Context: an optimization exercise on an open-source flow, tuned for small area, a short achievable clock period and few clock cycles. The choices shown serve that exercise and are no tape-out recipe. In this exercise RTL edits were held to simulation tests only and were not proved equivalent to the original.

## flow/design.v (module list and top-level ports; edited modules follow where they fit)
// module fxp_smul: 12 lines
// module cordic: 3316 lines
module cordic(i_clk, i_rst, i_en, o_vld, o_cosine, o_sine, i_theta);
  // ...
==> flow/flow/run.sh <==
#!/bin/bash
# The standard layout (standard.sh), with timing repair aiming for extra setup slack.
# make's full output goes to standard.log; ORFS's own per-step logs are under orfs/logs.
set -euo pipefail
export SETUP_SLACK_MARGIN=6.6
bash standard.sh > standard.log 2>&1
==> flow/standard.sh <==
#!/bin/bash
# synth_recipe.tcl (not shown) runs the flow's synth.tcl, then flattens the netlist and writes it again
# the make line also repeats each setting of config.mk as NAME=value (left out here)
make -C /OpenROAD-flow-scripts/flow DESIGN_CONFIG=/design/flow/config.mk WORK_HOME=/design/flow/orfs CLKGATE_MAP_FILE= SYNTH_SCRIPT=/design/flow/synth_recipe.tcl "${@:-finish}"
==> flow/config.mk <==
export PLATFORM = sky130hd
export DESIGN_NAME = cordic
export DESIGN_NICKNAME = cordic
export VERILOG_FILES = /design/flow/design.v
export SDC_FILE = /design/flow/constraint.sdc
export NUM_CORES = 4
export LEC_CHECK = 0
export CAP_MARGIN = 20
export CORE_MARGIN = 2
export CORE_UTILIZATION = 40
export CTS_BUF_LIST = sky130_fd_sc_hd__clkbuf_16
export CTS_CLUSTER_DIAMETER = 120
export CTS_CLUSTER_SIZE = 30
export SLEW_MARGIN = 20
export SYNTH_MEMORY_MAX_BITS = 16384
==> flow/constraint.sdc <==
create_clock -name core_clock -period 10.0 [get_ports {i_clk}]
set_input_delay 2.0000 -clock core_clock [delete_from_list [all_inputs] [get_ports {i_clk}]]
set_output_delay 2.0000 -clock core_clock [all_outputs]
set_load 0.01 [all_outputs]
==> run notes, run 1 <==
The top cell types in the final layout, fill and taps aside, are sky130_fd_sc_hd__dfxtp_1, sky130_fd_sc_hd__xnor2_1, sky130_fd_sc_hd__inv_1, sky130_fd_sc_hd__ha_1, sky130_fd_sc_hd__nand2_1. The post-detailed-route DRC marker count came out at 0. The row count came out at 158. The global-route total usage across every layer came out at 16.0%. The quantity of I/O buffers inserted on ports is 75. The most critical setup path has its startpoint at qy_q30[32]$_DFF_P_. The post-synthesis xor/xnor area fraction came out at 17.2%.

The die covers 191000 um2. The post-CTS repair timing setup buffer count came out at 3. The biggest area contributor in the post-synthesis netlist is sky130_fd_sc_hd__dfxtp_1. The HPWL reported at the end of detailed placement came out at 122000 um. The multiplexer fraction of the synthesized cell area came out at 1.58%. The signal on the critical path passes through clkdlybuf4s15_1.

Non-clock inverters in the final layout number 607. The worst setup path endpoint is o_sine[19]. The remaining antenna violation count came out at 0. Data arrives at the worst endpoint at 1.32 ns. The post-synthesis cell area is 74800 um2. The count of pins over their slew limit was 0. The detailed-router iteration count before antenna repair came out at 8. The transition at the pin with the smallest max-transition slack came out at 0.993 ns. The number of well-tap cells placed came out at 2480. The flow ran to the end and the layout has no timing, DRC or antenna violations. The largest contributor to cell area by class is multi-input combinational cells.
Testbench counts, summed over its fixed seeds: cycles 8,432.
==> run 2, diff against run 1 <==
--- a/flow/design.v
+++ b/flow/design.v
@@ -238,17 +238,17 @@
     wire ls0;
     wire le1;
     wire ls1;
     wire le2;
     wire ls2;
     wire le3;
     wire ls3;
     wire [7:0] lutidx;
-    reg signed [18:0] xl, yl;
+    wire signed [18:0] xl, yl;
     wire signed [18:0] x8;
     wire signed [18:0] y8;
     wire signed [18:0] yh8;
     reg signed [18:0] x8_q6;
     reg signed [18:0] yh8_q6;
     reg n8_q6;
     wire signed [18:0] xs8;
     wire signed [18:0] ys8;
@@ -704,277 +704,365 @@
     assign ls0 = n0_q5 & ~le0;
     assign le1 = n2_q5 ^ n3_q5;
     assign ls1 = n2_q5 & ~le1;
     assign le2 = n4_q5 ^ n5_q5;
     assign ls2 = n4_q5 & ~le2;
     assign le3 = n6_q5 ^ n7_q5;
     assign ls3 = n6_q5 & ~le3;
     assign lutidx = {ls3,le3,ls2,le2,ls1,le1,ls0,le0};
-    always @* begin
-        case (lutidx)
-            8'd0: begin xl = -19'sd176000; yl = -19'sd16800; end
-            8'd1: begin xl = -19'sd16800; yl = 19'sd176000; end
-            8'd2: begin xl = 19'sd176000; yl = 19'sd16800; end
-            8'd3: begin xl = -19'sd16800; yl = 19'sd176000; end
-            8'd4: begin xl = -19'sd119040; yl = 19'sd130720; end
-            8'd5: begin xl = 19'sd130720; yl = 19'sd119040; end
-            8'd6: begin xl = 19'sd119040; yl = -19'sd130720; end
-            8'd7: begin xl = 19'sd130720; yl = 19'sd119040; end
-            8'd8: begin xl = 19'sd33152; yl = 19'sd173664; end
-            8'd9: begin xl = 19'sd173664; yl = -19'sd33152; end
-            8'd10: begin xl = -19'sd33152; yl = -19'sd173664; end
-            8'd11: begin xl = 19'sd173664; yl = -19'sd33152; end
-            8'd12: begin xl = -19'sd119040; yl = 19'sd130720; end
-            8'd13: begin xl = 19'sd130720; yl = 19'sd119040; end
-            8'd14: begin xl = 19'sd119040; yl = -19'sd130720; end
-            8'd15: begin xl = 19'sd130720; yl = 19'sd119040; end
-            8'd16: begin xl = -19'sd163200; yl = 19'sd68000; end
-            8'd17: begin xl = 19'sd68000; yl = 19'sd163200; end
-            8'd18: begin xl = 19'sd163200; yl = -19'sd68000; end
-            8'd19: begin xl = 19'sd68000; yl = 19'sd163200; end
-            8'd20: begin xl = -19'sd43520; yl = 19'sd171360; end
-            8'd21: begin xl = 19'sd171360; yl = 19'sd43520; end
-            8'd22: begin xl = 19'sd43520; yl = -19'sd171360; end
-            8'd23: begin xl = 19'sd171360; yl = 19'sd43520; end
-            8'd24: begin xl = 19'sd110976; yl = 19'sd137632; end
-            8'd25: begin xl = 19'sd137632; yl = -19'sd110976; end
-            8'd26: begin xl = -19'sd110976; yl = -19'sd137632; end
-            8'd27: begin xl = 19'sd137632; yl = -19'sd110976; end
-            8'd28: begin xl = -19'sd43520; yl = 19'sd171360; end
-            8'd29: begin xl = 19'sd171360; yl = 19'sd43520; end
-            8'd30: begin xl = 19'sd43520; yl = -19'sd171360; end
-            8'd31: begin xl = 19'sd171360; yl = 19'sd43520; end
-            8'd32: begin xl = -19'sd112000; yl = 19'sd136800; end
-            8'd33: begin xl = 19'sd136800; yl = 19'sd112000; end
-            8'd34: begin xl = 19'sd112000; yl = -19'sd136800; end
-            8'd35: begin xl = 19'sd136800; yl = 19'sd112000; end
-            8'd36: begin xl = 19'sd42240; yl = 19'sd171680; end
-            8'd37: begin xl = 19'sd171680; yl = -19'sd42240; end
-            8'd38: begin xl = -19'sd42240; yl = -19'sd171680; end
-            8'd39: begin xl = 19'sd171680; yl = -19'sd42240; end
-            8'd40: begin xl = 19'sd162688; yl = 19'sd69216; end
-            8'd41: begin xl = 19'sd69216; yl = -19'sd162688; end
-            8'd42: begin xl = -19'sd162688; yl = -19'sd69216; end
-            8'd43: begin xl = 19'sd69216; yl = -19'sd162688; end
-            8'd44: begin xl = 19'sd42240; yl = 19'sd171680; end
-            8'd45: begin xl = 19'sd171680; yl = -19'sd42240; end
-            8'd46: begin xl = -19'sd42240; yl = -19'sd171680; end
-            8'd47: begin xl = 19'sd171680; yl = -19'sd42240; end
-            8'd48: begin xl = -19'sd163200; yl = 19'sd68000; end
-            8'd49: begin xl = 19'sd68000; yl = 19'sd163200; end
-            8'd50: begin xl = 19'sd163200; yl = -19'sd68000; end
-            8'd51: begin xl = 19'sd68000; yl = 19'sd163200; end
-            8'd52: begin xl = -19'sd43520; yl = 19'sd171360; end
-            8'd53: begin xl = 19'sd171360; yl = 19'sd43520; end
-            8'd54: begin xl = 19'sd43520; yl = -19'sd171360; end
-            8'd55: begin xl = 19'sd171360; yl = 19'sd43520; end
-            8'd56: begin xl = 19'sd110976; yl = 19'sd137632; end
-            8'd57: begin xl = 19'sd137632; yl = -19'sd110976; end
-            8'd58: begin xl = -19'sd110976; yl = -19'sd137632; end
-            8'd59: begin xl = 19'sd137632; yl = -19'sd110976; end
-            8'd60: begin xl = -19'sd43520; yl = 19'sd171360; end
-            8'd61: begin xl = 19'sd171360; yl = 19'sd43520; end
-            8'd62: begin xl = 19'sd43520; yl = -19'sd171360; end
-            8'd63: begin xl = 19'sd171360; yl = 19'sd43520; end
-            8'd64: begin xl = -19'sd174720; yl = 19'sd27040; end
-            8'd65: begin xl = 19'sd27040; yl = 19'sd174720; end
-            8'd66: begin xl = 19'sd174720; yl = -19'sd27040; end
-            8'd67: begin xl = 19'sd27040; yl = 19'sd174720; end
-            8'd68: begin xl = -19'sd83200; yl = 19'sd156000; end
-            8'd69: begin xl = 19'sd156000; yl = 19'sd83200; end
-            8'd70: begin xl = 19'sd83200; yl = -19'sd156000; end
-            8'd71: begin xl = 19'sd156000; yl = 19'sd83200; end
-            8'd72: begin xl = 19'sd74880; yl = 19'sd160160; end
-            8'd73: begin xl = 19'sd160160; yl = -19'sd74880; end
-            8'd74: begin xl = -19'sd74880; yl = -19'sd160160; end
-            8'd75: begin xl = 19'sd160160; yl = -19'sd74880; end
-            8'd76: begin xl = -19'sd83200; yl = 19'sd156000; end
-            8'd77: begin xl = 19'sd156000; yl = 19'sd83200; end
-            8'd78: begin xl = 19'sd83200; yl = -19'sd156000; end
-            8'd79: begin xl = 19'sd156000; yl = 19'sd83200; end
-            8'd80: begin xl = -19'sd141440; yl = 19'sd106080; end
-            8'd81: begin xl = 19'sd106080; yl = 19'sd141440; end
-            8'd82: begin xl = 19'sd141440; yl = -19'sd106080; end
-            8'd83: begin xl = 19'sd106080; yl = 19'sd141440; end
-            8'd84: begin xl = 19'sd0; yl = 19'sd176800; end
-            8'd85: begin xl = 19'sd176800; yl = 19'sd0; end
-            8'd86: begin xl = 19'sd0; yl = -19'sd176800; end
-            8'd87: begin xl = 19'sd176800; yl = 19'sd0; end
-            8'd88: begin xl = 19'sd141440; yl = 19'sd106080; end
-            8'd89: begin xl = 19'sd106080; yl = -19'sd141440; end
-            8'd90: begin xl = -19'sd141440; yl = -19'sd106080; end
-            8'd91: begin xl = 19'sd106080; yl = -19'sd141440; end
-            8'd92: begin xl = 19'sd0; yl = 19'sd176800; end
-            8'd93: begin xl = 19'sd176800; yl = 19'sd0; end
-            8'd94: begin xl = 19'sd0; yl = -19'sd176800; end
-            8'd95: begin xl = 19'sd176800; yl = 19'sd0; end
-            8'd96: begin xl = -19'sd74880; yl = 19'sd160160; end
-            8'd97: begin xl = 19'sd160160; yl = 19'sd74880; end
-            8'd98: begin xl = 19'sd74880; yl = -19'sd160160; end
-            8'd99: begin xl = 19'sd160160; yl = 19'sd74880; end
-            8'd100: begin xl = 19'sd83200; yl = 19'sd156000; end
-            8'd101: begin xl = 19'sd156000; yl = -19'sd83200; end
-            8'd102: begin xl = -19'sd83200; yl = -19'sd156000; end
-            8'd103: begin xl = 19'sd156000; yl = -19'sd83200; end
-            8'd104: begin xl = 19'sd174720; yl = 19'sd27040; end
-            8'd105: begin xl = 19'sd27040; yl = -19'sd174720; end
-            8'd106: begin xl = -19'sd174720; yl = -19'sd27040; end
-            8'd107: begin xl = 19'sd27040; yl = -19'sd174720; end
-            8'd108: begin xl = 19'sd83200; yl = 19'sd156000; end
-            8'd109: begin xl = 19'sd156000; yl = -19'sd83200; end
-            8'd110: begin xl = -19'sd83200; yl = -19'sd156000; end
-            8'd111: begin xl = 19'sd156000; yl = -19'sd83200; end
-            8'd112: begin xl = -19'sd141440; yl = 19'sd106080; end
-            8'd113: begin xl = 19'sd106080; yl = 19'sd141440; end
-            8'd114: begin xl = 19'sd141440; yl = -19'sd106080; end
-            8'd115: begin xl = 19'sd106080; yl = 19'sd141440; end
-            8'd116: begin xl = 19'sd0; yl = 19'sd176800; end
-            8'd117: begin xl = 19'sd176800; yl = 19'sd0; end
-            8'd118: begin xl = 19'sd0; yl = -19'sd176800; end
-            8'd119: begin xl = 19'sd176800; yl = 19'sd0; end
-            8'd120: begin xl = 19'sd141440; yl = 19'sd106080; end
-            8'd121: begin xl = 19'sd106080; yl = -19'sd141440; end
-            8'd122: begin xl = -19'sd141440; yl = -19'sd106080; end
-            8'd123: begin xl = 19'sd106080; yl = -19'sd141440; end
-            8'd124: begin xl = 19'sd0; yl = 19'sd176800; end
-            8'd125: begin xl = 19'sd176800; yl = 19'sd0; end
-            8'd126: begin xl = 19'sd0; yl = -19'sd176800; end
-            8'd127: begin xl = 19'sd176800; yl = 19'sd0; end
-            8'd128: begin xl = -19'sd162688; yl = 19'sd69216; end
-            8'd129: begin xl = 19'sd69216; yl = 19'sd162688; end
-            8'd130: begin xl = 19'sd162688; yl = -19'sd69216; end
-            8'd131: begin xl = 19'sd69216; yl = 19'sd162688; end
-            8'd132: begin xl = -19'sd42240; yl = 19'sd171680; end
-            8'd133: begin xl = 19'sd171680; yl = 19'sd42240; end
-            8'd134: begin xl = 19'sd42240; yl = -19'sd171680; end
-            8'd135: begin xl = 19'sd171680; yl = 19'sd42240; end
-            8'd136: begin xl = 19'sd112000; yl = 19'sd136800; end
-            8'd137: begin xl = 19'sd136800; yl = -19'sd112000; end
-            8'd138: begin xl = -19'sd112000; yl = -19'sd136800; end
-            8'd139: begin xl = 19'sd136800; yl = -19'sd112000; end
-            8'd140: begin xl = -19'sd42240; yl = 19'sd171680; end
-            8'd141: begin xl = 19'sd171680; yl = 19'sd42240; end
-            8'd142: begin xl = 19'sd42240; yl = -19'sd171680; end
-            8'd143: begin xl = 19'sd171680; yl = 19'sd42240; end
-            8'd144: begin xl = -19'sd110976; yl = 19'sd137632; end
-            8'd145: begin xl = 19'sd137632; yl = 19'sd110976; end
-            8'd146: begin xl = 19'sd110976; yl = -19'sd137632; end
-            8'd147: begin xl = 19'sd137632; yl = 19'sd110976; end
-            8'd148: begin xl = 19'sd43520; yl = 19'sd171360; end
-            8'd149: begin xl = 19'sd171360; yl = -19'sd43520; end
-            8'd150: begin xl = -19'sd43520; yl = -19'sd171360; end
-            8'd151: begin xl = 19'sd171360; yl = -19'sd43520; end
-            8'd152: begin xl = 19'sd163200; yl = 19'sd68000; end
-            8'd153: begin xl = 19'sd68000; yl = -19'sd163200; end
-            8'd154: begin xl = -19'sd163200; yl = -19'sd68000; end
-            8'd155: begin xl = 19'sd68000; yl = -19'sd163200; end
-            8'd156: begin xl = 19'sd43520; yl = 19'sd171360; end
-            8'd157: begin xl = 19'sd171360; yl = -19'sd43520; end
-            8'd158: begin xl = -19'sd43520; yl = -19'sd171360; end
-            8'd159: begin xl = 19'sd171360; yl = -19'sd43520; end
-            8'd160: begin xl = -19'sd33152; yl = 19'sd173664; end
-            8'd161: begin xl = 19'sd173664; yl = 19'sd33152; end
-            8'd162: begin xl = 19'sd33152; yl = -19'sd173664; end
-            8'd163: begin xl = 19'sd173664; yl = 19'sd33152; end
-            8'd164: begin xl = 19'sd119040; yl = 19'sd130720; end
-            8'd165: begin xl = 19'sd130720; yl = -19'sd119040; end
-            8'd166: begin xl = -19'sd119040; yl = -19'sd130720; end
-            8'd167: begin xl = 19'sd130720; yl = -19'sd119040; end
-            8'd168: begin xl = 19'sd176000; yl = -19'sd16800; end
-            8'd169: begin xl = -19'sd16800; yl = -19'sd176000; end
-            8'd170: begin xl = -19'sd176000; yl = 19'sd16800; end
-            8'd171: begin xl = -19'sd16800; yl = -19'sd176000; end
-            8'd172: begin xl = 19'sd119040; yl = 19'sd130720; end
-            8'd173: begin xl = 19'sd130720; yl = -19'sd119040; end
-            8'd174: begin xl = -19'sd119040; yl = -19'sd130720; end
-            8'd175: begin xl = 19'sd130720; yl = -19'sd119040; end
-            8'd176: begin xl = -19'sd110976; yl = 19'sd137632; end
-            8'd177: begin xl = 19'sd137632; yl = 19'sd110976; end
-            8'd178: begin xl = 19'sd110976; yl = -19'sd137632; end
-            8'd179: begin xl = 19'sd137632; yl = 19'sd110976; end
-            8'd180: begin xl = 19'sd43520; yl = 19'sd171360; end
-            8'd181: begin xl = 19'sd171360; yl = -19'sd43520; end
-            8'd182: begin xl = -19'sd43520; yl = -19'sd171360; end
-            8'd183: begin xl = 19'sd171360; yl = -19'sd43520; end
-            8'd184: begin xl = 19'sd163200; yl = 19'sd68000; end
-            8'd185: begin xl = 19'sd68000; yl = -19'sd163200; end
-            8'd186: begin xl = -19'sd163200; yl = -19'sd68000; end
-            8'd187: begin xl = 19'sd68000; yl = -19'sd163200; end
-            8'd188: begin xl = 19'sd43520; yl = 19'sd171360; end
-            8'd189: begin xl = 19'sd171360; yl = -19'sd43520; end
-            8'd190: begin xl = -19'sd43520; yl = -19'sd171360; end
-            8'd191: begin xl = 19'sd171360; yl = -19'sd43520; end
-            8'd192: begin xl = -19'sd174720; yl = 19'sd27040; end
-            8'd193: begin xl = 19'sd27040; yl = 19'sd174720; end
-            8'd194: begin xl = 19'sd174720; yl = -19'sd27040; end
-            8'd195: begin xl = 19'sd27040; yl = 19'sd174720; end
-            8'd196: begin xl = -19'sd83200; yl = 19'sd156000; end
-            8'd197: begin xl = 19'sd156000; yl = 19'sd83200; end
-            8'd198: begin xl = 19'sd83200; yl = -19'sd156000; end
-            8'd199: begin xl = 19'sd156000; yl = 19'sd83200; end
-            8'd200: begin xl = 19'sd74880; yl = 19'sd160160; end
-            8'd201: begin xl = 19'sd160160; yl = -19'sd74880; end
-            8'd202: begin xl = -19'sd74880; yl = -19'sd160160; end
-            8'd203: begin xl = 19'sd160160; yl = -19'sd74880; end
-            8'd204: begin xl = -19'sd83200; yl = 19'sd156000; end
-            8'd205: begin xl = 19'sd156000; yl = 19'sd83200; end
-            8'd206: begin xl = 19'sd83200; yl = -19'sd156000; end
-            8'd207: begin xl = 19'sd156000; yl = 19'sd83200; end
-            8'd208: begin xl = -19'sd141440; yl = 19'sd106080; end
-            8'd209: begin xl = 19'sd106080; yl = 19'sd141440; end
-            8'd210: begin xl = 19'sd141440; yl = -19'sd106080; end
-            8'd211: begin xl = 19'sd106080; yl = 19'sd141440; end
-            8'd212: begin xl = 19'sd0; yl = 19'sd176800; end
-            8'd213: begin xl = 19'sd176800; yl = 19'sd0; end
-            8'd214: begin xl = 19'sd0; yl = -19'sd176800; end
-            8'd215: begin xl = 19'sd176800; yl = 19'sd0; end
-            8'd216: begin xl = 19'sd141440; yl = 19'sd106080; end
-            8'd217: begin xl = 19'sd106080; yl = -19'sd141440; end
-            8'd218: begin xl = -19'sd141440; yl = -19'sd106080; end
-            8'd219: begin xl = 19'sd106080; yl = -19'sd141440; end
-            8'd220: begin xl = 19'sd0; yl = 19'sd176800; end
-            8'd221: begin xl = 19'sd176800; yl = 19'sd0; end
-            8'd222: begin xl = 19'sd0; yl = -19'sd176800; end
-            8'd223: begin xl = 19'sd176800; yl = 19'sd0; end
-            8'd224: begin xl = -19'sd74880; yl = 19'sd160160; end
-            8'd225: begin xl = 19'sd160160; yl = 19'sd74880; end
-            8'd226: begin xl = 19'sd74880; yl = -19'sd160160; end
-            8'd227: begin xl = 19'sd160160; yl = 19'sd74880; end
-            8'd228: begin xl = 19'sd83200; yl = 19'sd156000; end
-            8'd229: begin xl = 19'sd156000; yl = -19'sd83200; end
-            8'd230: begin xl = -19'sd83200; yl = -19'sd156000; end
-            8'd231: begin xl = 19'sd156000; yl = -19'sd83200; end
-            8'd232: begin xl = 19'sd174720; yl = 19'sd27040; end
-            8'd233: begin xl = 19'sd27040; yl = -19'sd174720; end
-            8'd234: begin xl = -19'sd174720; yl = -19'sd27040; end
-            8'd235: begin xl = 19'sd27040; yl = -19'sd174720; end
-            8'd236: begin xl = 19'sd83200; yl = 19'sd156000; end
-            8'd237: begin xl = 19'sd156000; yl = -19'sd83200; end
-            8'd238: begin xl = -19'sd83200; yl = -19'sd156000; end
-            8'd239: begin xl = 19'sd156000; yl = -19'sd83200; end
-            8'd240: begin xl = -19'sd141440; yl = 19'sd106080; end
-            8'd241: begin xl = 19'sd106080; yl = 19'sd141440; end
-            8'd242: begin xl = 19'sd141440; yl = -19'sd106080; end
-            8'd243: begin xl = 19'sd106080; yl = 19'sd141440; end
-            8'd244: begin xl = 19'sd0; yl = 19'sd176800; end
-            8'd245: begin xl = 19'sd176800; yl = 19'sd0; end
-            8'd246: begin xl = 19'sd0; yl = -19'sd176800; end
-            8'd247: begin xl = 19'sd176800; yl = 19'sd0; end
-            8'd248: begin xl = 19'sd141440; yl = 19'sd106080; end
-            8'd249: begin xl = 19'sd106080; yl = -19'sd141440; end
-            8'd250: begin xl = -19'sd141440; yl = -19'sd106080; end
-            8'd251: begin xl = 19'sd106080; yl = -19'sd141440; end
-            8'd252: begin xl = 19'sd0; yl = 19'sd176800; end
-            8'd253: begin xl = 19'sd176800; yl = 19'sd0; end
-            8'd254: begin xl = 19'sd0; yl = -19'sd176800; end
-            8'd255: begin xl = 19'sd176800; yl = 19'sd0; end
-            default: begin xl = 19'sd0; yl = 19'sd0; end
-        endcase
-    end
+    wire lut_n0 = lutidx[0] ? 1'b1 : 1'b0;
+    wire lut_n1 = lutidx[2] ? 1'b0 : lut_n0;
+    wire lut_n2 = lutidx[2] ? lut_n0 : 1'b0;
+    wire lut_n3 = lutidx[4] ? lut_n2 : lut_n1;
+    wire lut_n4 = lutidx[4] ? lut_n1 : lut_n2;
+    wire lut_n5 = lutidx[6] ? lut_n4 : lut_n3;
+    wire lut_n6 = lutidx[0] ? 1'b0 : 1'b1;
+    wire lut_n7 = lutidx[2] ? lut_n0 : lut_n6;
+    wire lut_n8 = lutidx[2] ? 1'b0 : 1'b1;
+    wire lut_n9 = lutidx[4] ? lut_n8 : lut_n7;
+    wire lut_n10 = lutidx[4] ? lut_n7 : lut_n8;
+    wire lut_n11 = lutidx[6] ? lut_n10 : lut_n9;
+    wire lut_n12 = lutidx[1] ? lut_n6 : 1'b0;
+    wire lut_n13 = lutidx[2] ? lut_n6 : lut_n12;
+    wire lut_n14 = lutidx[1] ? 1'b0 : lut_n6;
+    wire lut_n15 = lutidx[2] ? lut_n6 : lut_n14;
+    wire lut_n16 = lutidx[3] ? lut_n15 : lut_n13;
+    wire lut_n17 = lutidx[1] ? 1'b1 : lut_n0;
+    wire lut_n18 = lutidx[2] ? lut_n0 : lut_n17;
+    wire lut_n19 = lutidx[1] ? lut_n0 : 1'b1;
+    wire lut_n20 = lutidx[2] ? lut_n0 : lut_n19;
+    wire lut_n21 = lutidx[3] ? lut_n20 : lut_n18;
+    wire lut_n22 = lutidx[4] ? lut_n21 : lut_n16;
+    wire lut_n23 = lutidx[2] ? 1'b1 : lut_n19;
+    wire lut_n24 = lutidx[2] ? 1'b1 : lut_n17;
+    wire lut_n25 = lutidx[3] ? lut_n24 : lut_n23;
+    wire lut_n26 = lutidx[2] ? 1'b0 : lut_n14;
+    wire lut_n27 = lutidx[2] ? 1'b0 : lut_n12;
+    wire lut_n28 = lutidx[3] ? lut_n27 : lut_n26;
+    wire lut_n29 = lutidx[4] ? lut_n28 : lut_n25;
+    wire lut_n30 = lutidx[6] ? lut_n29 : lut_n22;
+    wire lut_n31 = lutidx[2] ? lut_n19 : lut_n17;
+    wire lut_n32 = lutidx[3] ? lut_n13 : lut_n15;
+    wire lut_n33 = lutidx[4] ? lut_n32 : lut_n31;
+    wire lut_n34 = lutidx[2] ? lut_n17 : lut_n19;
+    wire lut_n35 = lutidx[4] ? lut_n32 : lut_n34;
+    wire lut_n36 = lutidx[5] ? lut_n35 : lut_n33;
+    wire lut_n37 = lutidx[2] ? lut_n14 : lut_n12;
+    wire lut_n38 = lutidx[3] ? lut_n18 : lut_n20;
+    wire lut_n39 = lutidx[4] ? lut_n38 : lut_n37;
+    wire lut_n40 = lutidx[2] ? lut_n12 : lut_n14;
+    wire lut_n41 = lutidx[4] ? lut_n38 : lut_n40;
+    wire lut_n42 = lutidx[5] ? lut_n41 : lut_n39;
+    wire lut_n43 = lutidx[6] ? lut_n42 : lut_n36;
+    wire lut_n44 = lutidx[2] ? lut_n19 : lut_n12;
+    wire lut_n45 = lutidx[4] ? lut_n44 : lut_n31;
+    wire lut_n46 = lutidx[2] ? 1'b0 : lut_n19;
+    wire lut_n47 = lutidx[2] ? 1'b0 : lut_n17;
+    wire lut_n48 = lutidx[3] ? lut_n47 : lut_n46;
+    wire lut_n49 = lutidx[4] ? lut_n48 : lut_n40;
+    wire lut_n50 = lutidx[4] ? lut_n48 : lut_n37;
+    wire lut_n51 = lutidx[5] ? lut_n50 : lut_n49;
+    wire lut_n52 = lutidx[6] ? lut_n51 : lut_n45;
+    wire lut_n53 = lutidx[2] ? lut_n17 : lut_n14;
+    wire lut_n54 = lutidx[4] ? lut_n53 : lut_n34;
+    wire lut_n55 = lutidx[6] ? lut_n51 : lut_n54;
+    wire lut_n56 = lutidx[7] ? lut_n55 : lut_n52;
+    wire lut_n57 = lutidx[3] ? lut_n44 : lut_n31;
+    wire lut_n58 = lutidx[4] ? lut_n17 : lut_n57;
+    wire lut_n59 = lutidx[3] ? lut_n34 : lut_n53;
+    wire lut_n60 = lutidx[4] ? lut_n17 : lut_n59;
+    wire lut_n61 = lutidx[5] ? lut_n60 : lut_n58;
+    wire lut_n62 = lutidx[2] ? lut_n14 : lut_n17;
+    wire lut_n63 = lutidx[3] ? lut_n37 : lut_n62;
+    wire lut_n64 = lutidx[3] ? lut_n46 : lut_n47;
+    wire lut_n65 = lutidx[4] ? lut_n64 : lut_n63;
+    wire lut_n66 = lutidx[2] ? lut_n12 : lut_n19;
+    wire lut_n67 = lutidx[3] ? lut_n66 : lut_n40;
+    wire lut_n68 = lutidx[4] ? lut_n64 : lut_n67;
+    wire lut_n69 = lutidx[5] ? lut_n68 : lut_n65;
+    wire lut_n70 = lutidx[6] ? lut_n69 : lut_n61;
+    wire lut_n71 = lutidx[4] ? lut_n19 : lut_n57;
+    wire lut_n72 = lutidx[4] ? lut_n19 : lut_n59;
+    wire lut_n73 = lutidx[5] ? lut_n72 : lut_n71;
+    wire lut_n74 = lutidx[6] ? lut_n69 : lut_n73;
+    wire lut_n75 = lutidx[7] ? lut_n74 : lut_n70;
+    wire lut_n76 = lutidx[2] ? lut_n17 : lut_n12;
+    wire lut_n77 = lutidx[3] ? lut_n76 : lut_n34;
+    wire lut_n78 = lutidx[3] ? lut_n19 : lut_n44;
+    wire lut_n79 = lutidx[4] ? lut_n78 : lut_n77;
+    wire lut_n80 = lutidx[3] ? lut_n53 : lut_n17;
+    wire lut_n81 = lutidx[4] ? lut_n78 : lut_n80;
+    wire lut_n82 = lutidx[5] ? lut_n81 : lut_n79;
+    wire lut_n83 = lutidx[3] ? lut_n62 : lut_n14;
+    wire lut_n84 = lutidx[4] ? lut_n38 : lut_n83;
+    wire lut_n85 = lutidx[3] ? lut_n12 : lut_n66;
+    wire lut_n86 = lutidx[4] ? lut_n38 : lut_n85;
+    wire lut_n87 = lutidx[5] ? lut_n86 : lut_n84;
+    wire lut_n88 = lutidx[6] ? lut_n87 : lut_n82;
+    wire lut_n89 = lutidx[4] ? lut_n80 : lut_n78;
+    wire lut_n90 = lutidx[2] ? lut_n19 : lut_n14;
+    wire lut_n91 = lutidx[3] ? lut_n31 : lut_n90;
+    wire lut_n92 = lutidx[4] ? lut_n80 : lut_n91;
+    wire lut_n93 = lutidx[5] ? lut_n92 : lut_n89;
+    wire lut_n94 = lutidx[6] ? lut_n87 : lut_n93;
+    wire lut_n95 = lutidx[7] ? lut_n94 : lut_n88;
+    wire lut_n96 = lutidx[3] ? lut_n40 : lut_n12;
+    wire lut_n97 = lutidx[4] ? lut_n96 : lut_n31;
+    wire lut_n98 = lutidx[3] ? lut_n14 : lut_n37;
+    wire lut_n99 = lutidx[4] ? lut_n96 : lut_n98;
+    wire lut_n100 = lutidx[5] ? lut_n99 : lut_n97;
+    wire lut_n101 = lutidx[3] ? lut_n19 : lut_n31;
+    wire lut_n102 = lutidx[2] ? lut_n0 : lut_n12;
+    wire lut_n103 = lutidx[2] ? lut_n0 : lut_n14;
+    wire lut_n104 = lutidx[3] ? lut_n103 : lut_n102;
+    wire lut_n105 = lutidx[4] ? lut_n104 : lut_n101;
+    wire lut_n106 = lutidx[3] ? lut_n34 : lut_n17;
+    wire lut_n107 = lutidx[4] ? lut_n104 : lut_n106;
+    wire lut_n108 = lutidx[5] ? lut_n107 : lut_n105;
+    wire lut_n109 = lutidx[6] ? lut_n108 : lut_n100;
+    wire lut_n110 = lutidx[4] ? lut_n98 : lut_n96;
+    wire lut_n111 = lutidx[4] ? lut_n98 : lut_n34;
+    wire lut_n112 = lutidx[5] ? lut_n111 : lut_n110;
+    wire lut_n113 = lutidx[6] ? lut_n108 : lut_n112;
+    wire lut_n114 = lutidx[7] ? lut_n113 : lut_n109;
+    wire lut_n115 = lutidx[3] ? lut_n76 : lut_n53;
+    wire lut_n116 = lutidx[4] ? lut_n37 : lut_n115;
+    wire lut_n117 = lutidx[4] ? lut_n37 : lut_n40;
+    wire lut_n118 = lutidx[5] ? lut_n117 : lut_n116;
+    wire lut_n119 = lutidx[3] ? lut_n17 : lut_n34;
+    wire lut_n120 = lutidx[4] ? lut_n28 : lut_n119;
+    wire lut_n121 = lutidx[3] ? lut_n31 : lut_n19;
+    wire lut_n122 = lutidx[4] ? lut_n28 : lut_n121;
+    wire lut_n123 = lutidx[5] ? lut_n122 : lut_n120;
+    wire lut_n124 = lutidx[6] ? lut_n123 : lut_n118;
+    wire lut_n125 = lutidx[4] ? lut_n40 : lut_n37;
+    wire lut_n126 = lutidx[3] ? lut_n44 : lut_n90;
+    wire lut_n127 = lutidx[4] ? lut_n40 : lut_n126;
+    wire lut_n128 = lutidx[5] ? lut_n127 : lut_n125;
+    wire lut_n129 = lutidx[6] ? lut_n123 : lut_n128;
+    wire lut_n130 = lutidx[7] ? lut_n129 : lut_n124;
+    wire lut_n131 = lutidx[4] ? lut_n53 : lut_n106;
+    wire lut_n132 = lutidx[4] ? lut_n53 : lut_n44;
+    wire lut_n133 = lutidx[5] ? lut_n132 : lut_n131;
+    wire lut_n134 = lutidx[6] ? lut_n42 : lut_n133;
+    wire lut_n135 = lutidx[4] ? lut_n44 : lut_n53;
+    wire lut_n136 = lutidx[4] ? lut_n44 : lut_n101;
+    wire lut_n137 = lutidx[5] ? lut_n136 : lut_n135;
+    wire lut_n138 = lutidx[6] ? lut_n42 : lut_n137;
+    wire lut_n139 = lutidx[7] ? lut_n138 : lut_n134;
+    wire lut_n140 = lutidx[2] ? lut_n14 : lut_n19;
+    wire lut_n141 = lutidx[3] ? lut_n14 : lut_n140;
+    wire lut_n142 = lutidx[4] ? lut_n141 : lut_n77;
+    wire lut_n143 = lutidx[2] ? lut_n12 : lut_n17;
+    wire lut_n144 = lutidx[3] ? lut_n143 : lut_n12;
+    wire lut_n145 = lutidx[4] ? lut_n141 : lut_n144;
+    wire lut_n146 = lutidx[5] ? lut_n145 : lut_n142;
+    wire lut_n147 = lutidx[6] ? lut_n51 : lut_n146;
+    wire lut_n148 = lutidx[4] ? lut_n144 : lut_n141;
+    wire lut_n149 = lutidx[4] ? lut_n144 : lut_n91;
+    wire lut_n150 = lutidx[5] ? lut_n149 : lut_n148;
+    wire lut_n151 = lutidx[6] ? lut_n51 : lut_n150;
+    wire lut_n152 = lutidx[7] ? lut_n151 : lut_n147;
+    wire lut_n153 = lutidx[3] ? lut_n31 : lut_n44;
+    wire lut_n154 = lutidx[4] ? lut_n153 : lut_n62;
+    wire lut_n155 = lutidx[3] ? lut_n53 : lut_n34;
+    wire lut_n156 = lutidx[4] ? lut_n153 : lut_n155;
+    wire lut_n157 = lutidx[5] ? lut_n156 : lut_n154;
+    wire lut_n158 = lutidx[4] ? lut_n104 : lut_n153;
+    wire lut_n159 = lutidx[4] ? lut_n104 : lut_n155;
+    wire lut_n160 = lutidx[5] ? lut_n159 : lut_n158;
+    wire lut_n161 = lutidx[6] ? lut_n160 : lut_n157;
+    wire lut_n162 = lutidx[4] ? lut_n155 : lut_n153;
+    wire lut_n163 = lutidx[4] ? lut_n155 : lut_n66;
+    wire lut_n164 = lutidx[5] ? lut_n163 : lut_n162;
+    wire lut_n165 = lutidx[6] ? lut_n160 : lut_n164;
+    wire lut_n166 = lutidx[7] ? lut_n165 : lut_n161;
+    wire lut_n167 = lutidx[3] ? lut_n37 : lut_n140;
+    wire lut_n168 = lutidx[3] ? lut_n37 : lut_n14;
+    wire lut_n169 = lutidx[4] ? lut_n168 : lut_n167;
+    wire lut_n170 = lutidx[3] ? lut_n12 : lut_n40;
+    wire lut_n171 = lutidx[4] ? lut_n168 : lut_n170;
+    wire lut_n172 = lutidx[5] ? lut_n171 : lut_n169;
+    wire lut_n173 = lutidx[4] ? lut_n28 : lut_n168;
+    wire lut_n174 = lutidx[4] ? lut_n28 : lut_n170;
+    wire lut_n175 = lutidx[5] ? lut_n174 : lut_n173;
+    wire lut_n176 = lutidx[6] ? lut_n175 : lut_n172;
+    wire lut_n177 = lutidx[4] ? lut_n170 : lut_n168;
+    wire lut_n178 = lutidx[3] ? lut_n143 : lut_n40;
+    wire lut_n179 = lutidx[4] ? lut_n170 : lut_n178;
+    wire lut_n180 = lutidx[5] ? lut_n179 : lut_n177;
+    wire lut_n181 = lutidx[6] ? lut_n175 : lut_n180;
+    wire lut_n182 = lutidx[7] ? lut_n181 : lut_n176;
+    wire lut_n183 = lutidx[6] ? lut_n125 : lut_n117;
+    wire lut_n184 = lutidx[4] ? lut_n66 : lut_n62;
+    wire lut_n185 = lutidx[4] ? lut_n62 : lut_n66;
+    wire lut_n186 = lutidx[6] ? lut_n185 : lut_n184;
+    wire lut_n187 = lutidx[3] ? lut_n76 : lut_n17;
+    wire lut_n188 = lutidx[4] ? lut_n141 : lut_n187;
+    wire lut_n189 = lutidx[3] ? lut_n19 : lut_n90;
+    wire lut_n190 = lutidx[4] ? lut_n144 : lut_n189;
+    wire lut_n191 = lutidx[6] ? lut_n190 : lut_n188;
+    wire lut_n192 = lutidx[3] ? lut_n17 : lut_n76;
+    wire lut_n193 = lutidx[4] ? lut_n192 : lut_n140;
+    wire lut_n194 = lutidx[4] ? lut_n192 : lut_n90;
+    wire lut_n195 = lutidx[5] ? lut_n194 : lut_n193;
+    wire lut_n196 = lutidx[3] ? lut_n140 : lut_n14;
+    wire lut_n197 = lutidx[4] ? lut_n196 : lut_n143;
+    wire lut_n198 = lutidx[4] ? lut_n196 : lut_n76;
+    wire lut_n199 = lutidx[5] ? lut_n198 : lut_n197;
+    wire lut_n200 = lutidx[6] ? lut_n199 : lut_n195;
+    wire lut_n201 = lutidx[4] ? lut_n62 : lut_n140;
+    wire lut_n202 = lutidx[4] ? lut_n67 : lut_n76;
+    wire lut_n203 = lutidx[4] ? lut_n67 : lut_n143;
+    wire lut_n204 = lutidx[5] ? lut_n203 : lut_n202;
+    wire lut_n205 = lutidx[6] ? lut_n204 : lut_n201;
+    wire lut_n206 = lutidx[4] ? lut_n44 : lut_n90;
+    wire lut_n207 = lutidx[6] ? lut_n204 : lut_n206;
+    wire lut_n208 = lutidx[7] ? lut_n207 : lut_n205;
+    wire lut_n209 = lutidx[3] ? lut_n62 : lut_n140;
+    wire lut_n210 = lutidx[4] ? lut_n19 : lut_n209;
+    wire lut_n211 = lutidx[3] ? lut_n90 : lut_n44;
+    wire lut_n212 = lutidx[4] ? lut_n19 : lut_n211;
+    wire lut_n213 = lutidx[5] ? lut_n212 : lut_n210;
+    wire lut_n214 = lutidx[3] ? lut_n143 : lut_n66;
+    wire lut_n215 = lutidx[3] ? lut_n40 : lut_n66;
+    wire lut_n216 = lutidx[4] ? lut_n215 : lut_n214;
+    wire lut_n217 = lutidx[3] ? lut_n53 : lut_n76;
+    wire lut_n218 = lutidx[4] ? lut_n215 : lut_n217;
+    wire lut_n219 = lutidx[5] ? lut_n218 : lut_n216;
+    wire lut_n220 = lutidx[6] ? lut_n219 : lut_n213;
+    wire lut_n221 = lutidx[4] ? lut_n14 : lut_n209;
+    wire lut_n222 = lutidx[4] ? lut_n14 : lut_n211;
+    wire lut_n223 = lutidx[5] ? lut_n222 : lut_n221;
+    wire lut_n224 = lutidx[6] ? lut_n219 : lut_n223;
+    wire lut_n225 = lutidx[7] ? lut_n224 : lut_n220;
+    wire lut_n226 = lutidx[3] ? lut_n14 : lut_n62;
+    wire lut_n227 = lutidx[4] ? lut_n226 : lut_n91;
+    wire lut_n228 = lutidx[3] ? lut_n44 : lut_n19;
+    wire lut_n229 = lutidx[4] ? lut_n226 : lut_n228;
+    wire lut_n230 = lutidx[5] ? lut_n229 : lut_n227;
+    wire lut_n231 = lutidx[3] ? lut_n66 : lut_n12;
+    wire lut_n232 = lutidx[4] ? lut_n196 : lut_n231;
+    wire lut_n233 = lutidx[3] ? lut_n17 : lut_n53;
+    wire lut_n234 = lutidx[4] ? lut_n196 : lut_n233;
+    wire lut_n235 = lutidx[5] ? lut_n234 : lut_n232;
+    wire lut_n236 = lutidx[6] ? lut_n235 : lut_n230;
+    wire lut_n237 = lutidx[4] ? lut_n228 : lut_n226;
+    wire lut_n238 = lutidx[3] ? lut_n140 : lut_n37;
+    wire lut_n239 = lutidx[4] ? lut_n228 : lut_n238;
+    wire lut_n240 = lutidx[5] ? lut_n239 : lut_n237;
+    wire lut_n241 = lutidx[6] ? lut_n235 : lut_n240;
+    wire lut_n242 = lutidx[7] ? lut_n241 : lut_n236;
+    wire lut_n243 = lutidx[4] ? lut_n187 : lut_n140;
+    wire lut_n244 = lutidx[3] ? lut_n12 : lut_n143;
+    wire lut_n245 = lutidx[4] ? lut_n187 : lut_n244;
+    wire lut_n246 = lutidx[5] ? lut_n245 : lut_n243;
+    wire lut_n247 = lutidx[4] ? lut_n63 : lut_n141;
+    wire lut_n248 = lutidx[3] ? lut_n90 : lut_n19;
+    wire lut_n249 = lutidx[4] ? lut_n63 : lut_n248;
+    wire lut_n250 = lutidx[5] ? lut_n249 : lut_n247;
+    wire lut_n251 = lutidx[6] ? lut_n250 : lut_n246;
+    wire lut_n252 = lutidx[4] ? lut_n244 : lut_n187;
+    wire lut_n253 = lutidx[4] ? lut_n244 : lut_n90;
+    wire lut_n254 = lutidx[5] ? lut_n253 : lut_n252;
+    wire lut_n255 = lutidx[6] ? lut_n250 : lut_n254;
+    wire lut_n256 = lutidx[7] ? lut_n255 : lut_n251;
+    wire lut_n257 = lutidx[4] ? lut_n143 : lut_n153;
+    wire lut_n258 = lutidx[4] ? lut_n143 : lut_n76;
+    wire lut_n259 = lutidx[5] ? lut_n258 : lut_n257;
+    wire lut_n260 = lutidx[4] ? lut_n144 : lut_n196;
+    wire lut_n261 = lutidx[5] ? lut_n260 : lut_n190;
+    wire lut_n262 = lutidx[6] ? lut_n261 : lut_n259;
+    wire lut_n263 = lutidx[4] ? lut_n76 : lut_n143;
+    wire lut_n264 = lutidx[3] ? lut_n62 : lut_n37;
+    wire lut_n265 = lutidx[4] ? lut_n76 : lut_n264;
+    wire lut_n266 = lutidx[5] ? lut_n265 : lut_n263;
+    wire lut_n267 = lutidx[6] ? lut_n261 : lut_n266;
+    wire lut_n268 = lutidx[7] ? lut_n267 : lut_n262;
+    wire lut_n269 = lutidx[4] ? lut_n44 : lut_n248;
+    wire lut_n270 = lutidx[4] ? lut_n44 : lut_n62;
+    wire lut_n271 = lutidx[5] ? lut_n270 : lut_n269;
+    wire lut_n272 = lutidx[6] ? lut_n199 : lut_n271;
+    wire lut_n273 = lutidx[4] ? lut_n62 : lut_n44;
+    wire lut_n274 = lutidx[4] ? lut_n62 : lut_n141;
+    wire lut_n275 = lutidx[5] ? lut_n274 : lut_n273;
+    wire lut_n276 = lutidx[6] ? lut_n199 : lut_n275;
+    wire lut_n277 = lutidx[7] ? lut_n276 : lut_n272;
+    wire lut_n278 = lutidx[4] ? lut_n170 : lut_n91;
+    wire lut_n279 = lutidx[4] ? lut_n170 : lut_n106;
+    wire lut_n280 = lutidx[5] ? lut_n279 : lut_n278;
+    wire lut_n281 = lutidx[6] ? lut_n204 : lut_n280;
+    wire lut_n282 = lutidx[4] ? lut_n106 : lut_n170;
+    wire lut_n283 = lutidx[4] ? lut_n106 : lut_n238;
+    wire lut_n284 = lutidx[5] ? lut_n283 : lut_n282;
+    wire lut_n285 = lutidx[6] ? lut_n204 : lut_n284;
+    wire lut_n286 = lutidx[7] ? lut_n285 : lut_n281;
+    wire lut_n287 = lutidx[3] ? lut_n140 : lut_n62;
+    wire lut_n288 = lutidx[4] ? lut_n287 : lut_n66;
+    wire lut_n289 = lutidx[4] ? lut_n287 : lut_n126;
+    wire lut_n290 = lutidx[5] ? lut_n289 : lut_n288;
+    wire lut_n291 = lutidx[4] ? lut_n63 : lut_n287;
+    wire lut_n292 = lutidx[4] ? lut_n63 : lut_n126;
+    wire lut_n293 = lutidx[5] ? lut_n292 : lut_n291;
+    wire lut_n294 = lutidx[6] ? lut_n293 : lut_n290;
+    wire lut_n295 = lutidx[4] ? lut_n126 : lut_n287;
+    wire lut_n296 = lutidx[4] ? lut_n126 : lut_n53;
+    wire lut_n297 = lutidx[5] ? lut_n296 : lut_n295;
+    wire lut_n298 = lutidx[6] ? lut_n293 : lut_n297;
+    wire lut_n299 = lutidx[7] ? lut_n298 : lut_n294;
+    wire lut_n300 = lutidx[4] ? lut_n144 : lut_n178;
+    wire lut_n301 = lutidx[4] ? lut_n144 : lut_n192;
+    wire lut_n302 = lutidx[5] ? lut_n301 : lut_n300;
+    wire lut_n303 = lutidx[5] ? lut_n301 : lut_n144;
+    wire lut_n304 = lutidx[6] ? lut_n303 : lut_n302;
+    wire lut_n305 = lutidx[4] ? lut_n192 : lut_n144;
+    wire lut_n306 = lutidx[3] ? lut_n34 : lut_n76;
+    wire lut_n307 = lutidx[4] ? lut_n192 : lut_n306;
+    wire lut_n308 = lutidx[5] ? lut_n307 : lut_n305;
+    wire lut_n309 = lutidx[6] ? lut_n303 : lut_n308;
+    wire lut_n310 = lutidx[7] ? lut_n309 : lut_n304;
+    assign xl[0] = 1'b0;
+    assign xl[1] = 1'b0;
+    assign xl[2] = 1'b0;
+    assign xl[3] = 1'b0;
+    assign xl[4] = 1'b0;
+    assign xl[5] = lut_n0;
+    assign xl[6] = lut_n5;
+    assign xl[7] = lut_n11;
+    assign xl[8] = lut_n30;
+    assign xl[9] = lut_n43;
+    assign xl[10] = lut_n56;
+    assign xl[11] = lut_n75;
+    assign xl[12] = lut_n95;
+    assign xl[13] = lut_n114;
+    assign xl[14] = lut_n130;
+    assign xl[15] = lut_n139;
+    assign xl[16] = lut_n152;
+    assign xl[17] = lut_n166;
+    assign xl[18] = lut_n182;
+    assign yl[0] = 1'b0;
+    assign yl[1] = 1'b0;
+    assign yl[2] = 1'b0;
+    assign yl[3] = 1'b0;
+    assign yl[4] = 1'b0;
+    assign yl[5] = lut_n6;
+    assign yl[6] = lut_n183;
+    assign yl[7] = lut_n186;
+    assign yl[8] = lut_n191;
+    assign yl[9] = lut_n200;
+    assign yl[10] = lut_n208;
+    assign yl[11] = lut_n225;
+    assign yl[12] = lut_n242;
+    assign yl[13] = lut_n256;
+    assign yl[14] = lut_n268;
+    assign yl[15] = lut_n277;
+    assign yl[16] = lut_n286;
+    assign yl[17] = lut_n299;
+    assign yl[18] = lut_n310;
     assign x8 = xl;
     assign y8 = yl;
     assign yh8 = y8 ^ {19{~n8}};
     assign xs8 = x8_q6 >>> 4;
     assign ys8 = yh8_q6 >>> 4;
 wire [15:0] x9_lo;
 wire [14:0] x9_l_p0 = x8_q6[14:0] ^ ys8[14:0];
 wire [14:0] x9_l_g0 = x8_q6[14:0] & ys8[14:0];
==> flow/config.mk (replaced) <==
export PLATFORM = sky130hd
export DESIGN_NAME = cordic
export DESIGN_NICKNAME = cordic
export VERILOG_FILES = /design/flow/design.v
export SDC_FILE = /design/flow/constraint.sdc
export NUM_CORES = 4
export LEC_CHECK = 0
export CAP_MARGIN = 20
export CORE_MARGIN = 2
export CORE_UTILIZATION = 40
export CTS_BUF_LIST = sky130_fd_sc_hd__clkbuf_16
export CTS_CLUSTER_DIAMETER = 80
export CTS_CLUSTER_SIZE = 20
export SLEW_MARGIN = 20
==> run notes, run 2 <==
The detailed-router iteration count before antenna repair is 5 (-3). The floorplan step set the die width to 434 um. The maximum number of pins on one net before global-route repair is 58.

The count of endpoints failing hold in the final timing report came out at 0. In this run the worst hold path is classified as reg2reg. The detailed-route wire length is 155000 um. The total nets after synthesis came out at 8673. The largest registers in the layout are vld: 30 flops, bx_q29: 24 flops, by_q29: 24 flops. The die area came out at 189000 um2 (-1.1%). Based on the critical path, the design can be clocked at up to 0.301 GHz. The flip-flop count of the largest register after layout is 30. The clock arrives with 0.0318 ns of skew. Ranked by total cell area, the synthesized netlist is headed by sky130_fd_sc_hd__dfxtp_1, sky130_fd_sc_hd__xnor2_1, sky130_fd_sc_hd__ha_1. The number of hold buffers added after CTS was 0. The starting density of the core came out at 40.3%. During I/O placement, the number of pins put on the boundary was 76. The shortest period the worst path allows came out at 3.32 ns. The sequential share of the synthesized area is 37.2%. The clock-pin slew of the registers on the worst-case setup and hold paths is 0.08 ns. The remaining global-route overflow came out at 0.

In this run, synthesis inferred 0 flip-flops with an integrated enable. The H-tree was split into 3 levels. Setup repair after global routing could not meet its margin everywhere. The HPWL reported at the end of detailed placement came out at 121000 um (-0.73%). The number of cells on the critical path came out at 1. sky130_fd_sc_hd__dfxtp_1 takes more of the synthesized area than any other cell.

The number of design-rule violations left by the first detailed-router iteration came out at 2705. The global-route total usage across every layer is 16.4% (+0.36 points). The total negative slack for setup checks is 0 ns. The worst-case register-to-register setup slack came out at 6.71 ns.

The most used flip-flop cell after synthesis is sky130_fd_sc_hd__dfxtp_1. The library cell used most frequently in the layout, excluding fill and tap cells, is sky130_fd_sc_hd__dfxtp_1. The count of pins over their slew limit is 0 (unchanged).

The row count was 157 (-0.63%). The worst hold path passes through 0 cells. The worst hold path begins at n24_q19$_DFF_P_. The number of buffers and inverters on the critical path is 1. Cells fill 44.1% of the core in the end. The kind of cell with the highest combined delay along the critical path is flip-flops. The worst setup path is captured at an output pin. The synthesized area divided by synthesized cell count is 9.39 um2. The period utilization is 33.2%.

The number of global-route vias before repair came to 52248. In this run the tightest slew margin relative to its limit is 34.0%. The endpoint identified for the worst register-to-register timing path is x24_q22[18]$_DFF_P_.

The clock tree buffer depth is 3. The fraction of final layout cells sized beyond drive strength 1 is 4.70%. The remaining antenna violation count was 0 (unchanged).

Of the post-synthesis cell area, the dominant cell type holds 37.2%. The reported max-cap violation count is 0. The net total in the final layout came out at 8689. The root buffer cell chosen for the clock tree is sky130_fd_sc_hd__clkbuf_16. The initial antenna violation count was 1. The total via count in the routed design came out at 52545. The layout has 17772 filler cells. The cell area after placement came out at 77500 um2. The largest individual stage delay along the critical path comes from the cell sky130_fd_sc_hd__dfxtp_2.

The worst setup path is launched from a register. The global placer's final weighted congestion is 0.855. Yosys instantiated no cell more often than sky130_fd_sc_hd__dfxtp_1. The startpoint identified for the worst register-to-register timing path is n23_q21$_DFF_P_. The critical path goes through clkdlybuf4s15_1. The relative area change from synthesis to final layout came out at 9.32%. The quantity of I/O buffers inserted on ports came out at 75 (unchanged). The vertical die dimension came out at 434 um. The async set or reset register ratio after synthesis is 0%.

The endpoint required time on the critical path is 8.00 ns. The number of buffers created by CTS is 93. The average vias per placed instance came out at 5.04. The transition at the pin with the smallest max-transition slack came to 0.979 ns (-0.0135 ns). The placeable core area came out at 183000 um2. The distinct cell type count after synthesis is 94. The synthesized instance count came out at 7880.

The insertion delay to the later sink of the worst-skew pair came out at 0.74 ns. The flow ran to the end and the layout has no timing, DRC or antenna violations. The first-pass GRT wire length came out at 258000 um. The final number of setup-violating endpoints is 0. The post-detailed-route DRC marker count came out at 0 (unchanged). The category of the critical setup timing path is reg2out.

For this design, the sink count on the clock tree is 1375. The library cells used most frequently in the layout, excluding fill and tap cells, are sky130_fd_sc_hd__dfxtp_1, sky130_fd_sc_hd__xnor2_1, sky130_fd_sc_hd__ha_1, sky130_fd_sc_hd__inv_1, sky130_fd_sc_hd__nor2_1. The post-synthesis register bit count is 1375. For this run, the number of Yosys warnings is 1.

The post-synthesis cell area came out at 74000 um2 (-1.1%). The wire length per cell came out at 14.9 um. The commonest cells after synthesis are sky130_fd_sc_hd__dfxtp_1, sky130_fd_sc_hd__xnor2_1, sky130_fd_sc_hd__ha_1. The number of cells traversed by the worst register-to-register path came out at 15. The path with the worst hold slack has its endpoint at n24_q20$_DFF_P_. The largest stage delay on the critical path is 0.35 ns. The largest fanout on the critical path is 4. The final instance area is 80900 um2. vld holds more flip-flops than any other register.

TritonCTS built the clock tree. The data arrival time of the critical path is 1.32 ns (about the same).
[run 2: cell type report]
| type | count | area, um2 | share of cell area [%] |
|---|---|---|---|
| Timing Repair Buffer | 120 | 1070 | 1.33 |
| Multi-Input combinational cell | 5725 | 44000 | 54.4 |
| Clock buffer | 94 | 2350 | 2.91 |
| Clock inverter | 58 | 637 | 0.787 |
| Antenna cell | 1 | 2.50 | 0.00309 |
| Tap cell | 2464 | 3080 | 3.81 |
| Sequential cell | 1375 | 27600 | 34.1 |
| Inverter | 581 | 2180 | 2.69 |
[run 2: worst max path at each step]
stage	endpoint	from
after global routing	x24_q22[18]$_DFF_P_	n23_q21$_DFF_P_
after detailed placement	x24_q22[18]$_DFF_P_	n23_q21$_DFF_P_
final	o_sine[23]	say_q30$_DFF_P_
after CTS	x24_q22[18]$_DFF_P_	x23_q21[0]$_DFF_P_
after floorplan	x24_q22[18]$_DFF_P_	n23_q21$_DFF_P_
after global placement	x24_q22[18]$_DFF_P_	n23_q21$_DFF_P_
[run 2: logic make-up after synthesis]
logic type,after synthesis,share of synthesized area (%)
buffers and inverters,780,4.04
AO/OA/AOI/OAI,1457,12.6
flip-flops,1375,37.2
adder cells (fa/ha/maj),766,14.5
XOR/XNOR,1484,17.6
multiplexers,87,1.25
AND/OR/NAND/NOR,1931,12.8
[run 2: repair_timing]
item	4_1_cts	5_1_grt
pin swaps	5	22
setup buffers	3	9
resized for setup	107	79
setup endpoints to repair	79	94
[run 2: stage by stage]
| stage | worst slack, ns | hold slack, ns | instances |
|---|---|---|---|
| 2_1_floorplan | 6.64 | 0.310 | 7880 |
| 3_3_place_gp | 6.20 | 0.311 | 10252 |
| 3_5_place_dp | 6.26 | 0.312 | 10253 |
| 4_1_cts | 6.54 | 0.301 | 10408 |
| 5_1_grt | 6.54 | 0.312 | 10417 |
| 6_report | 6.68 | 0.313 | 10418 |
[run 2: routing by layer]
| layer | global-route usage (%) | part of all wire [%] | up-vias |
|---|---|---|---|
| met1 | 19.5 | 43 | 24715 |
| li1 | - | - | 26812 |
| met5 | 0 | 0 | - |
| met2 | 30.4 | 51 | 771 |
| met4 | 5.29 | 2.8 | 0 |
| met3 | 1.67 | 2.9 | 247 |
Testbench counts of run 2, summed over its fixed seeds: cycles 8,432.
==> run 3, diff against run 2 <==
--- a/flow/config.mk
+++ b/flow/config.mk
@@ -9,6 +9,7 @@
 export CORE_MARGIN = 2
 export CORE_UTILIZATION = 40
 export CTS_BUF_LIST = sky130_fd_sc_hd__clkbuf_16
-export CTS_CLUSTER_DIAMETER = 80
-export CTS_CLUSTER_SIZE = 20
+export CTS_CLUSTER_DIAMETER = 100
+export CTS_CLUSTER_SIZE = 25
+export PLACE_DENSITY = 0.75
 export SLEW_MARGIN = 20
==> run notes, run 3 <==
The average vias per placed instance is 5.13 (+1.8%). The critical path launch point type is a register. The final instance area is 80000 um2 (-1.2%).

The library cell with the highest instance count after synthesis is sky130_fd_sc_hd__dfxtp_1. The global routing met2 resource utilization is 29.4% (-0.97 points). The transition at the pin with the smallest max-transition slack is 0.927 ns (-0.0520 ns). The total negative slack for setup checks is 0 ns (unchanged).

The flow ran to the end and the layout has no timing, DRC or antenna violations. The layer flagged by global routing as most heavily used is met2. The count of endpoints failing hold in the final timing report was 0 (unchanged).

The remaining antenna violation count came out at 0 (unchanged). The number of global-route vias before repair is 53195 (+1.8%). The global routing met1 resource utilization is 18.2% (-1.3 points). The global-route total usage across every layer is 15.8% (-0.54 points). In the post-synthesis netlist, the biggest area contributors are sky130_fd_sc_hd__dfxtp_1, sky130_fd_sc_hd__xnor2_1, sky130_fd_sc_hd__ha_1.

The HPWL reported at the end of detailed placement is 118000 um (-2.8%). The endpoint required time on the critical path is 8.00 ns (about the same). The starting density of the core is 40.3% (unchanged). Relative to the synthesized area, the layout overhead comes to 8.05%. The overall die width came out at 434 um (unchanged). The maximum number of pins on one net before global-route repair is 58 (unchanged).

The total clock sinks came out at 1375 (unchanged). The fraction of final layout cells sized beyond drive strength 1 is 4.00% (-0.70 points). The remaining global-route overflow was 0 (unchanged).

vld holds more flip-flops than any other register. The worst setup path is of the reg2out kind. The top flip-flop cell by instance count after synthesis is sky130_fd_sc_hd__dfxtp_1.

The cell sitting at the root of the clock tree is a sky130_fd_sc_hd__clkbuf_16. The post-synthesis xor/xnor area fraction came out at 17.6% (unchanged). The main combinational cell family by area after synthesis is XOR/XNOR gates. The multiplexer fraction of the synthesized cell area was 1.25% (unchanged).

The quantity of I/O buffers inserted on ports came out at 75 (unchanged). The worst slew margin relative to its limit came out at 38.0% (+4.0 points). The flip-flop count of the largest register after layout is 30 (unchanged). The first-pass GRT wire length is 252000 um (-2.1%). The net total in the final layout came out at 8676 (-0.15%). The period utilization is 33.3% (+0.046 points). The final number of setup-violating endpoints came out at 0 (unchanged). Traced cell by cell, the critical path runs through clkdlybuf4s15_2.

The wire length per cell is 14.6 um (-1.7%). The count of buffering cells on the critical path with inverters included is 1 (unchanged). The post-synthesis cell area is 74000 um2 (unchanged).

The number of diodes added for antenna fixing was 0 (-1). The shortest period the worst path allows is 3.33 ns (+0.00459 ns). The cell area after placement is 77400 um2 (about the same).

The detailed-router iteration count before antenna repair is 6 (+1). The count of pins over their slew limit is 0 (unchanged). The vertical die dimension is 434 um (unchanged). The quantity of hold-fixing buffers added after cts is 0 (unchanged). TritonCTS built the clock tree. The clock skew is 0.0481 ns (+0.0164 ns). The synthesis warning total is 1 (unchanged). The H-tree level count came out at 3 (unchanged). Setup repair after global routing could not meet its margin everywhere. The total nets after synthesis is 8673 (unchanged). The number of ports placed on the die boundary is 76 (unchanged). The sequential share of the synthesized area came out at 37.2% (unchanged). Leaving out fill and tap cells, the most frequent cell in the layout is sky130_fd_sc_hd__dfxtp_1.

The clock tree buffer depth came out at 3 (unchanged). The area fraction in and, or, nand and nor cells after synthesis is 12.8% (unchanged). The largest individual stage delay along the critical path comes from the cell sky130_fd_sc_hd__dfxtp_1. The fmax is 0.301 GHz (-0.14%). The fill cell total of the finished layout is 17320 (-2.5%). The path class of the tightest hold or removal check is reg2reg. The largest stage delay on the critical path is 0.38 ns (+0.03 ns). The setup slack of the critical path after layout is 6.67 ns (-0.00459 ns). The async set or reset register ratio after synthesis came out at 0% (unchanged). The post-synthesis register bit count is 1375 (unchanged). The row count is 157 (unchanged). The share of the synthesized area in the top cell type came out at 37.2% (unchanged).

The distinct cell type count after synthesis was 94 (unchanged). The post-detailed-route DRC marker count is 0 (unchanged). The number of flops mapped to enable cells by yosys is 0 (unchanged). The cell class contributing the biggest share of worst-path delay is flip-flops. In the layout the commonest cells are sky130_fd_sc_hd__dfxtp_1, sky130_fd_sc_hd__xnor2_1, sky130_fd_sc_hd__ha_1, sky130_fd_sc_hd__inv_1, sky130_fd_sc_hd__nor2_1.

The initial antenna violation count is 0 (-1). The global-route met3 utilization was 1.81% (+0.14 points). The synthesized area divided by synthesized cell count came out at 9.39 um2 (unchanged). By count the netlist is led by sky130_fd_sc_hd__dfxtp_1, sky130_fd_sc_hd__xnor2_1, sky130_fd_sc_hd__ha_1.

The number of buffers created by CTS is 70 (-25%). The detailed-route wire length came out at 152000 um (-2.2%). The adder-cell share of the synthesized area came out at 14.5% (unchanged). The synthesized instance count was 7880 (unchanged). The area fraction in compound gates after synthesis is 12.6% (unchanged). The worst setup path is captured at an output pin. The reported max-cap violation count is 0 (unchanged).

The placeable core area came out at 183000 um2 (unchanged). The setup slack at placement was 6.02 ns (-0.235 ns). The largest registers in the layout are vld: 30 flops, bx_q29: 24 flops, by_q29: 24 flops. The die area came to 189000 um2 (unchanged). The number of design-rule violations left by the first detailed-router iteration is 2772 (+2.5%). The global placer's final weighted congestion was 0.899 (+5.1%).

The largest fanout on the critical path came out at 4 (unchanged).

The total via count in the routed design came to 53224 (+1.3%). The data arrival time of the critical path came out at 1.33 ns (about the same). The library cell with the largest summed area after synthesis is sky130_fd_sc_hd__dfxtp_1.

The clock-pin slew of the registers on the worst-case setup and hold paths is 0.09 ns (about the same). The utilization after layout came to 43.6% (-0.51 points). The insertion delay to the later sink of the worst-skew pair came to 0.72 ns (-0.02 ns).
run 3: worst register-to-register path, stage by stage (launching register included):
cell and delay [ns]:
sky130_fd_sc_hd__dfxtp_1 0.48, sky130_fd_sc_hd__ha_1 0.33, sky130_fd_sc_hd__and3_1 0.18, sky130_fd_sc_hd__a221o_1 0.36, sky130_fd_sc_hd__o41a_1 0.46, sky130_fd_sc_hd__a211o_4 0.41, sky130_fd_sc_hd__or4b_1 0.50, sky130_fd_sc_hd__nor2b_4 0.15
sky130_fd_sc_hd__nor3_2 0.20, sky130_fd_sc_hd__xnor2_1 0.14
run 3: what timing repair did:
action,in CTS,in global routing
resized for setup,99,64
cloned,0,0
endpoints found under the setup margin,109,79
pin swaps,3,22
setup buffers,2,22
run 3: metrics by stage:
step | cells | hold slack (ns)
floorplan | 7880 | 0.310
global placement | 10250 | 0.310
detailed placement | 10250 | 0.312
CTS | 10343 | 0.324
global route | 10366 | 0.337
finish | 10366 | 0.323
run 3: layer usage:
metal / share of wire, % / wire length, um / vias to the layer above
met4: 4.1 / 6260 / 0
li1: - / - / 26751
met5: 0 / 0 / -
met3: 3.0 / 4570 / 350
met2: 51 / 76800 / 1009
met1: 42 / 63900 / 25114
run 3: cells by family after synthesis:
logic type | Yosys count
AND/OR/NAND/NOR | 1931
XOR/XNOR | 1484
AO/OA/AOI/OAI | 1457
flip-flops | 1375
buffers and inverters | 780
adder cells (fa/ha/maj) | 766
multiplexers | 87
run 3: final cells by class:
cell class / instances / area, um2 / area share (%)
Sequential cell: 1375 / 27600 / 34.4
Clock inverter: 20 / 305 / 0.382
Clock buffer: 71 / 1780 / 2.22
Inverter: 581 / 2180 / 2.73
Timing Repair Buffer: 130 / 1090 / 1.37
Tap cell: 2464 / 3080 / 3.85
Multi-Input combinational cell: 5725 / 44000 / 55.0
run 3: final timing paths:
| check | startpoint | end | slack, ns | cells after the start |
|---|---|---|---|---|
| worst max register to register | yh19_q17[13]$_DFF_P_ | x20_q18[18]$_DFF_P_ | 6.71 | 9 |
| worst min-delay path | n29_q21$_DFF_P_ | n29_q22$_DFF_P_ | 0.32 | 0 |
| worst min register to register | n29_q21$_DFF_P_ | n29_q22$_DFF_P_ | 0.32 | 0 |
| worst max-delay path | say_q30$_DFF_P_ | o_sine[21] | 6.67 | 1 |

==> what the ideal ports hide <==
The flow's constraints put no driver on any port. The routed layouts listed below were extracted and timed again, unchanged, in two steps. Step 1: set_driving_cell puts a clkbuf_16 on i_clk and a buf_2 on each other input, an assumption about the parent block. Step 2 moves the port delays by t, midway between the first and last clock arrival at a register: inputs arrive t later, outputs are due t later. That takes back most of the time a late clock gives input paths. Slacks: ideal ports / drivers / drivers and shift; pairs: ideal ports / drivers.
| run | t, ns | setup slack, ns | latest minus earliest clock arrival (ns) | cell pins on the clock port's net |
|---|---|---|---|---|
| run 1 | 0.792 | 6.684 / 6.605 / 6.556 | 0.052 / 0.051 | 1 |
| run 2 | 0.802 | 6.677 / 6.601 / 6.617 | 0.038 / 0.038 | 1 |
| run 3 | 0.774 | 6.672 / 6.598 / 6.626 | 0.056 / 0.056 | 1 |
After both steps every run listed still meets setup and hold. The setup slack of run 1, which loses most, moves by -0.079 ns with the drivers and by -0.128 ns with both steps.
